This design comes from an exercise in tuning for small area on the open sky130 flow, not from production work. Where RTL was checked, it was by simulation tests only, not by an equivalence proof against the original. Power is estimated from default activity; no workload was simulated.

==> try-violet: inputs <==
Design playrec, start of the top module:
module playrec(
	input			CLOCK_50, reset,
	output reg	[21:0]	ram_addr,
	output	[15:0]	ram_data_in,
	output			ram_read, ram_write,
	input	[15:0]	ram_data_out,
	input			ram_valid, ram_waitrq,
	output	[15:0]	audio_out,
	input	[15:0]	audio_in,
	input			audio_out_allowed, audio_in_available,
	output			write_audio_out, read_audio_in,
	input			play, record, pause,
	input	[1:0]	speed,
	input [2:0] sel
);
Settings: LEC_CHECK=0, CAP_MARGIN=20, CORE_MARGIN=2, CORE_UTILIZATION=40, SETUP_SLACK_MARGIN=0.3, SLEW_MARGIN=20, SYNTH_HIERARCHICAL=1, SYNTH_MINIMUM_KEEP_SIZE=0; clock period 10.0 ns.
run.sh (not shown) runs the stock make flow with config.mk's settings and CLKGATE_MAP_FILE= SYNTH_SCRIPT=/design/flow/synth_recipe.tcl, a recipe that flattens the netlist after the stock synthesis.
==> inputs of try-sierra, as changes to try-violet <==
--- a/flow/design.v
+++ b/flow/design.v
@@ -739,35 +739,27 @@
 				else if(record) st = st_rc_audio_wait;
 				else st = st_start;
 		st_rc_audio_wait: if(audio_in_available) st = st_rc_ram_nextaddr;
 		st_rc_ram_nextaddr: st = st_rc_ram_wait;
 		st_rc_ram_wait: if(!ram_waitrq) st = st_input_check;
 		st_pl_audio_wait: if(audio_out_allowed) st = st_pl_ram_rd;
-		st_pl_ram_rd: if(!ram_waitrq && ram_valid) st = st_pl_ram_nextaddr;
+		st_pl_ram_rd: if(!ram_waitrq && ram_valid) st = st_pl_ram_nextaddr;  
 		st_pl_ram_nextaddr: st = st_input_check;
 	endcase
 end
 always @(posedge CLOCK_50)
 	if(reset) streg <= st_input_check;
 	else streg <= st;
-wire is_start = (streg == st_start);
-wire is_rcn = (streg == st_rc_ram_nextaddr);
-wire is_pln = (streg == st_pl_ram_nextaddr);
-wire [2:0] addr_inc = is_pln ? ({1'b0, speed} + 3'd1) : {2'b00, is_rcn};
-wire [3:0] addr_lo = {1'b0, ram_addr[2:0]} + {1'b0, addr_inc};
-wire [19:0] addr_cy;
-wire [21:0] addr_sum;
-assign addr_cy[0] = addr_lo[3];
-assign addr_sum[2:0] = addr_lo[2:0];
-genvar ai;
-generate for (ai = 3; ai < 22; ai = ai + 1) begin : g_inc
-	ha_cell u_inc (.a(ram_addr[ai]), .b(addr_cy[ai-3]), .s(addr_sum[ai]), .k(addr_cy[ai-2]));
-end endgenerate
 always @(posedge CLOCK_50)
-	if(reset || is_start) ram_addr <= 0;
-	else ram_addr <= addr_sum;
+	if(reset) ram_addr <= 0;
+	else
+		case(streg)
+			st_start: ram_addr <= 0;
+			st_rc_ram_nextaddr: ram_addr <= ram_addr + 1;
+			st_pl_ram_nextaddr: ram_addr <= ram_addr + 1 + speed;
+		endcase
 assign read_audio_in = (streg == st_rc_ram_nextaddr) || (streg == st_start && audio_in_available);
 assign write_audio_out = (st == st_pl_ram_nextaddr);
 assign audio_out = ram_data_out;
 assign ram_write = (streg == st_rc_ram_wait);
 assign ram_read = (streg == st_pl_ram_rd);
 endmodule
--- a/flow/config.mk
+++ b/flow/config.mk
@@ -5,10 +5,9 @@
 export SDC_FILE = /design/flow/constraint.sdc
 export NUM_CORES = 4
 export LEC_CHECK = 0
 export CAP_MARGIN = 20
 export CORE_MARGIN = 2
 export CORE_UTILIZATION = 40
-export SETUP_SLACK_MARGIN = 0.3
 export SLEW_MARGIN = 20
 export SYNTH_HIERARCHICAL = 1
 export SYNTH_MINIMUM_KEEP_SIZE = 0
==> results.txt <==
quantity	try-sierra	try-violet
Run status	finished with violations	timing/DRC/antenna clean
Reasons for failing layout checks	negative setup slack	-
Area of the core	0.03471 mm²	0.03270 mm²
Combined flip-flop and latch cell area	0.003068 mm²	0.003067 mm²
Reg2reg end	ram_addr[21]$_SDFFE_PP0P_	ram_addr[21]$_SDFF_PP0_
R2r setup slk	7.29 ns	4.79 ns
Clock buffer count in the final layout	19	23
Worst slack at placement	-1.088 ns	-0.6084 ns
End-of-flow core utilization	0.5249	0.5207
WL/cell	23.37 µm	22.96 µm
Setup violations, final	1	0
Share of cell area taken by multi-input logic gates	0.6021	0.6001
Count of placed standard cells in the final layout, fillers left out	2170	1971
GR Util met2	0.4379	0.3892
Only the layout flow was run in try-violet; the RTL was not checked for function there.

* * *

==> 02-12 <==
playrec, a different RTL version from the one above (not shown whole).
Design playrec, start of the top module:
module playrec(
	input			CLOCK_50, reset,
	output reg	[21:0]	ram_addr,
	output	[15:0]	ram_data_in,
	output			ram_read, ram_write,
	input	[15:0]	ram_data_out,
	input			ram_valid, ram_waitrq,
	output	[15:0]	audio_out,
	input	[15:0]	audio_in,
	input			audio_out_allowed, audio_in_available,
	output			write_audio_out, read_audio_in,
	input			play, record, pause,
	input	[1:0]	speed,
	input [2:0] sel
);
export LEC_CHECK = 0
export CAP_MARGIN = 20
export CORE_MARGIN = 2
export CORE_UTILIZATION = 40
export SETUP_SLACK_MARGIN = 0.05
export SLEW_MARGIN = 20
export SYNTH_HIERARCHICAL = 1
export SYNTH_MINIMUM_KEEP_SIZE = 0
create_clock -name core_clock -period 10.0 [get_ports {CLOCK_50}]
standard.sh (not shown) runs the stock make flow with config.mk's settings and CLKGATE_MAP_FILE= SYNTH_SCRIPT=/design/flow/synth_recipe.tcl, a recipe that flattens the netlist after the stock synthesis.
==> flow/flow/run.sh <==
#!/bin/bash
# Standard ORFS layout (the standard.sh, unchanged synthesis) with two
# layout-only choices passed to the ORFS scripts:
#  - port buffers use the smallest buffer cell (every port is still buffered)
#  - clock tree synthesis without dummy loads
set -euo pipefail
export BUFFER_PORTS_ARGS="-buffer_cell sky130_fd_sc_hd__buf_1"
export CTS_ARGS="-sink_clustering_enable -repair_clock_nets -dont_use_dummy_load -buf_list sky130_fd_sc_hd__clkbuf_4 -sink_clustering_size 10 -sink_clustering_max_diameter 50"
bash standard.sh > standard_flow.log 2>&1
==> inputs of 03-17, as changes to 02-12 <==
--- a/flow/config.mk
+++ b/flow/config.mk
@@ -9,5 +9,5 @@
 export CORE_MARGIN = 2
 export CORE_UTILIZATION = 40
-export SETUP_SLACK_MARGIN = 0.05
+export SETUP_SLACK_MARGIN = 0.2
 export SLEW_MARGIN = 20
 export SYNTH_HIERARCHICAL = 1
==> impl_metrics.tcl <==
set metrics [dict create \
    drt_wl_total_mm 34.26 \
    multi_input_area_um2 8016 \
    nNetsFinal 1455 \
    p_sw_uw 2458 \
    multi_input_area_share_pct 57.70 \
    status "timing/DRC/antenna clean" \
    internal_power_uw 2567 \
    clkCellAreaFrac_pct 1.837 \
    pwr-share-clk_pct 9.1 \
    r2r_slack_ns 2.82 \
    cp-startpoint "sel[0]" \
]
That was 03-17.
==> impl_metrics.tcl <==
set metrics [dict create \
    status "timing/DRC/antenna clean" \
    final_cell_mix "221 x dfxtp_1, 209 x fa_1, 88 x o21ai_0" \
    clkCellAreaFrac_pct 1.845 \
    internal_power_uw 2535 \
    avgViaCountPerCell 5.635 \
    clock_sinks 221 \
    cp-startpoint "sel[2]" \
    clkTransAtPathRegs_ns 0.11 \
    nNetsFinal 1453 \
    p_sw_uw 2428 \
    postCtsHoldBufs 0 \
    synth_fa_ha_area_share_pct 39.32 \
    synth.mux.area_fraction_pct 0.07817 \
    multi_input_area_share_pct 57.84 \
    synth_compound_area_share_pct 14.24 \
    cts_buffer_depth 3 \
    multi_input_area_um2 8000 \
]
That was 02-12.
No run of this note included a check of the RTL's function; only the layout flow was run.

* * *

==> build 63: inputs <==
Another version of the RTL of playrec (not shown whole).
Settings: LEC_CHECK=0, CAP_MARGIN=20, CORE_MARGIN=2, CORE_UTILIZATION=40, SETUP_SLACK_MARGIN=0.2, SLEW_MARGIN=20, SYNTH_HIERARCHICAL=1, SYNTH_MINIMUM_KEEP_SIZE=0, TNS_END_PERCENT=0; clock period 10.0 ns.
Scripts as last shown in full above: flow/flow/run.sh
==> trial 37 (differences from build 63) <==
- CORE_UTILIZATION: 40 -> 60
- TNS_END_PERCENT: 0 -> default
==> trial 5 (differences from build 63) <==
- SETUP_SLACK_MARGIN: 0.2 -> 0.05
- TNS_END_PERCENT: 0 -> default
==> results.txt <==
- Trial 5 finished with timing, DRC and antenna clean. Build 63 finished clean. Trial 37 went through all stages and came out clean.
- Die area is the same in build 63 and trial 5.
- In trial 5 the hold slack is higher than in build 63, by 0.0033 ns.
- Area after synthesis is the same in trial 37 and build 63.
- In synthesized cell count, build 63 and trial 37 do not differ.
- Against build 63, the global-route usage of trial 37 is higher by 9.7 points.
- Core utilization: trial 37 > build 63 > trial 5.
- Sequential share of layout area: build 63 is lower than trial 5 (0.19 points).
- Combinational power is about the same in build 63 and trial 37.
- Between build 63 and trial 5, the lower setup slack is in trial 5 (gap 0.081 ns).
- Power, highest first: build 63, trial 37, trial 5.
- Register-to-register slack: build 63 is worse than trial 37 (0.03 ns).

* * *

==> run a <==
Another version of the RTL of playrec (not shown whole).
==> flow/config.mk <==
export PLATFORM = sky130hd
export DESIGN_NAME = playrec
export DESIGN_NICKNAME = playrec
export VERILOG_FILES = /design/flow/design.v
export SDC_FILE = /design/flow/constraint.sdc
export NUM_CORES = 4
export LEC_CHECK = 0
export CAP_MARGIN = 20
export CORE_MARGIN = 2
export CORE_UTILIZATION = 40
export SETUP_SLACK_MARGIN = 0
export SLEW_MARGIN = 20
export SYNTH_HIERARCHICAL = 1
export SYNTH_MINIMUM_KEEP_SIZE = 0
==> flow/constraint.sdc <==
create_clock -name core_clock -period 10.0 [get_ports {CLOCK_50}]
set_input_delay 2.0000 -clock core_clock [delete_from_list [all_inputs] [get_ports {CLOCK_50}]]
set_output_delay 2.0000 -clock core_clock [all_outputs]
set_load 0.01 [all_outputs]
Scripts as last shown in full above: flow/flow/run.sh
==> run b (differences from run a) <==
--- a/flow/design.v
+++ b/flow/design.v
@@ -745,14 +745,109 @@
 fa_cell u_t_s446 (.a(t_c355), .b(t_s400), .c(t_c399), .s(t_s446), .k(t_c447));
 wire t_s448, t_c449;
 fa_cell u_t_s448 (.a(t_c357), .b(t_s402), .c(t_c401), .s(t_s448), .k(t_c449));
 wire t_x450 = rb175_c23 ^ rb207_c23 ^ t_c403;
 wire [23:0] ta = {t_c449, t_c447, t_c445, t_c443, t_c441, t_c439, t_c437, t_c435, t_c433, t_c431, t_c429, t_c427, t_c425, t_c423, t_c421, t_c419, t_c417, t_c415, t_c413, t_c411, t_c409, t_c407, t_c405, t_s404};
 wire [23:0] tb = {t_x450, t_s448, t_s446, t_s444, t_s442, t_s440, t_s438, t_s436, t_s434, t_s432, t_s430, t_s428, t_s426, t_s424, t_s422, t_s420, t_s418, t_s416, t_s414, t_s412, t_s410, t_s408, t_s406, t_s274};
-wire [23:0] tsum = ta + tb;
-assign ram_data_in = tsum[23:8];
+wire [23:0] fg = ta & tb, fp = ta ^ tb;
+wire lg1 = fg[1] | (fp[1] & fg[0]);
+wire lp1 = fp[1] & fp[0];
+wire lg2 = fg[3] | (fp[3] & fg[2]);
+wire lp2 = fp[3] & fp[2];
+wire lg3 = fg[5] | (fp[5] & fg[4]);
+wire lp3 = fp[5] & fp[4];
+wire lg4 = fg[7] | (fp[7] & fg[6]);
+wire lp4 = fp[7] & fp[6];
+wire lg5 = lg2 | (lp2 & lg1);
+wire lp5 = lp2 & lp1;
+wire lg6 = lg4 | (lp4 & lg3);
+wire lp6 = lp4 & lp3;
+wire lg7 = lg6 | (lp6 & lg5);
+wire lp7 = lp6 & lp5;
+wire c8 = lg7;
+wire pg1 = fg[9] | (fp[9] & fg[8]);
+wire pp1 = fp[9] & fp[8];
+wire pg2 = fg[11] | (fp[11] & fg[10]);
+wire pp2 = fp[11] & fp[10];
+wire pg3 = fg[13] | (fp[13] & fg[12]);
+wire pp3 = fp[13] & fp[12];
+wire pg4 = fg[15] | (fp[15] & fg[14]);
+wire pp4 = fp[15] & fp[14];
+wire pg5 = fg[17] | (fp[17] & fg[16]);
+wire pp5 = fp[17] & fp[16];
+wire pg6 = fg[19] | (fp[19] & fg[18]);
+wire pp6 = fp[19] & fp[18];
+wire pg7 = fg[21] | (fp[21] & fg[20]);
+wire pp7 = fp[21] & fp[20];
+wire pg8 = fg[23] | (fp[23] & fg[22]);
+wire pp8 = fp[23] & fp[22];
+wire pg9 = fg[10] | (fp[10] & pg1);
+wire pp9 = fp[10] & pp1;
+wire pg10 = pg2 | (pp2 & pg1);
+wire pp10 = pp2 & pp1;
+wire pg11 = fg[14] | (fp[14] & pg3);
+wire pp11 = fp[14] & pp3;
+wire pg12 = pg4 | (pp4 & pg3);
+wire pp12 = pp4 & pp3;
+wire pg13 = fg[18] | (fp[18] & pg5);
+wire pp13 = fp[18] & pp5;
+wire pg14 = pg6 | (pp6 & pg5);
+wire pp14 = pp6 & pp5;
+wire pg15 = fg[22] | (fp[22] & pg7);
+wire pp15 = fp[22] & pp7;
+wire pg16 = pg8 | (pp8 & pg7);
+wire pp16 = pp8 & pp7;
+wire pg17 = fg[12] | (fp[12] & pg10);
+wire pp17 = fp[12] & pp10;
+wire pg18 = pg3 | (pp3 & pg10);
+wire pp18 = pp3 & pp10;
+wire pg19 = pg11 | (pp11 & pg10);
+wire pp19 = pp11 & pp10;
+wire pg20 = pg12 | (pp12 & pg10);
+wire pp20 = pp12 & pp10;
+wire pg21 = fg[20] | (fp[20] & pg14);
+wire pp21 = fp[20] & pp14;
+wire pg22 = pg7 | (pp7 & pg14);
+wire pp22 = pp7 & pp14;
+wire pg23 = pg15 | (pp15 & pg14);
+wire pp23 = pp15 & pp14;
+wire pg24 = pg16 | (pp16 & pg14);
+wire pp24 = pp16 & pp14;
+wire pg25 = fg[16] | (fp[16] & pg20);
+wire pp25 = fp[16] & pp20;
+wire pg26 = pg5 | (pp5 & pg20);
+wire pp26 = pp5 & pp20;
+wire pg27 = pg13 | (pp13 & pg20);
+wire pp27 = pp13 & pp20;
+wire pg28 = pg14 | (pp14 & pg20);
+wire pp28 = pp14 & pp20;
+wire pg29 = pg21 | (pp21 & pg20);
+wire pp29 = pp21 & pp20;
+wire pg30 = pg22 | (pp22 & pg20);
+wire pp30 = pp22 & pp20;
+wire pg31 = pg23 | (pp23 & pg20);
+wire pp31 = pp23 & pp20;
+wire pg32 = pg24 | (pp24 & pg20);
+wire pp32 = pp24 & pp20;
+wire cc33 = fg[8] | (fp[8] & c8);
+wire cc34 = pg1 | (pp1 & c8);
+wire cc35 = pg9 | (pp9 & c8);
+wire cc36 = pg10 | (pp10 & c8);
+wire cc37 = pg17 | (pp17 & c8);
+wire cc38 = pg18 | (pp18 & c8);
+wire cc39 = pg19 | (pp19 & c8);
+wire cc40 = pg20 | (pp20 & c8);
+wire cc41 = pg25 | (pp25 & c8);
+wire cc42 = pg26 | (pp26 & c8);
+wire cc43 = pg27 | (pp27 & c8);
+wire cc44 = pg28 | (pp28 & c8);
+wire cc45 = pg29 | (pp29 & c8);
+wire cc46 = pg30 | (pp30 & c8);
+wire cc47 = pg31 | (pp31 & c8);
+wire [15:0] hc = {cc47, cc46, cc45, cc44, cc43, cc42, cc41, cc40, cc39, cc38, cc37, cc36, cc35, cc34, cc33, c8};
+assign ram_data_in = fp[23:8] ^ hc;
 reg [2:0] st, streg;
 localparam	st_start = 0,
 			st_rc_audio_wait = 1,
 			st_rc_ram_nextaddr = 2,
 			st_rc_ram_wait = 3,
 			st_pl_ram_rd = 4,
GPL_ROUTABILITY_DRIVEN = 0   (was not set)
SETUP_SLACK_MARGIN = 0.05   (was 0)
==> comparison table <==
|  | run a | run b |
|---|---|---|
| Result of the run | finished clean | finished clean |
| Multi-input combinational gate total | 780 | 750 |
| Share of total power in sequential cells | 21.3% | 21.9% |
| Switching share of total power | 49.1% | 48.2% |
| Number of clock-tree buffers in the layout | 30 | 28 |
| Pre-CTS setup slack | 0.571 ns | 0.441 ns |
| Number of distinct library cells after synthesis | 52 | 58 |
| Signal buffers | 91 | 86 |
| Compound-cell area share of the yosys netlist | 14.5% | 14.9% |
| Area of combinational cells with multiple inputs | 8030 um^2 | 7970 um^2 |
| Global routing usage on met3 | 4.01% | 2.43% |
| Worst hold start | x7[6]$_DFF_P_ | x2[11]$_DFF_P_ |
| Synthesized netlist cell count | 1,073 | 1,039 |
| Power in combinational cells | 3.29 mW | 3.17 mW |
| Share of cell area taken by multi-input logic gates | 60.1% | 60.2% |
| Max transition margin | 45.6% | 32.8% |
| Hold_ws | 0.308 ns | 0.321 ns |
| Die width | 181 um | 180 um |
| Critical Path End | ram_data_in[15] | ram_data_in[10] |
| Launching element of the worst setup path | sel[2] | sel[0] |
| Share of the synthesized area in the top cell type | 32.7% | 32.9% |
| Fraction of final layout cells with drive strength greater than 1 | 5.79% | 6.08% |
| Global routing met1 resource utilization | 29.0% | 26.8% |

[separate check: timing with driven ports]
The flow's constraints put no driver on any port. The routed layouts listed below were extracted and timed again, unchanged, in two steps. Step 1: set_driving_cell puts a clkbuf_16 on CLOCK_50 and a buf_2 on each other input, an assumption about the parent block. Step 2 times the ports against the registers' clock, not the clock port: input delays grow and output delays shrink by t, the midpoint of the rising clock arrivals with the driver on. a / b / c = no drivers / after step 1 / after step 2; a / b = the first two.
run | t, ns | setup WS [ns] | worst register clock-pin slew, ns | worst data-port slew with drivers (ns) | pins driven straight from the clock port
try-violet | 0.467 | 0.212 / 0.175 / 0.187 | 0.06 / 0.06 | 0.07 | 1
try-sierra | 0.504 | -0.017 / -0.069 / 0.056 | 0.07 / 0.07 | 0.08 | 1
02-12 | 0.673 | 0.319 / 0.298 / 0.298 | 0.11 / 0.11 | 0.07 | 1
03-17 | 0.673 | 0.405 / 0.383 / 0.383 | 0.11 / 0.11 | 0.07 | 1
build 63 | 0.669 | 0.371 / 0.347 / 0.347 | 0.11 / 0.11 | 0.07 | 1
trial 37 | 0.684 | 0.415 / 0.390 / 0.390 | 0.11 / 0.11 | 0.07 | 1
trial 5 | 0.672 | 0.290 / 0.263 / 0.263 | 0.11 / 0.11 | 0.07 | 1
run a | 0.697 | 0.489 / 0.468 / 0.468 | 0.11 / 0.11 | 0.07 | 1
run b | 0.677 | 0.394 / 0.374 / 0.374 | 0.11 / 0.11 | 0.06 | 1
The setup slack of trial 5, which loses most, moves by -0.027 ns with the drivers and by -0.027 ns with both steps.
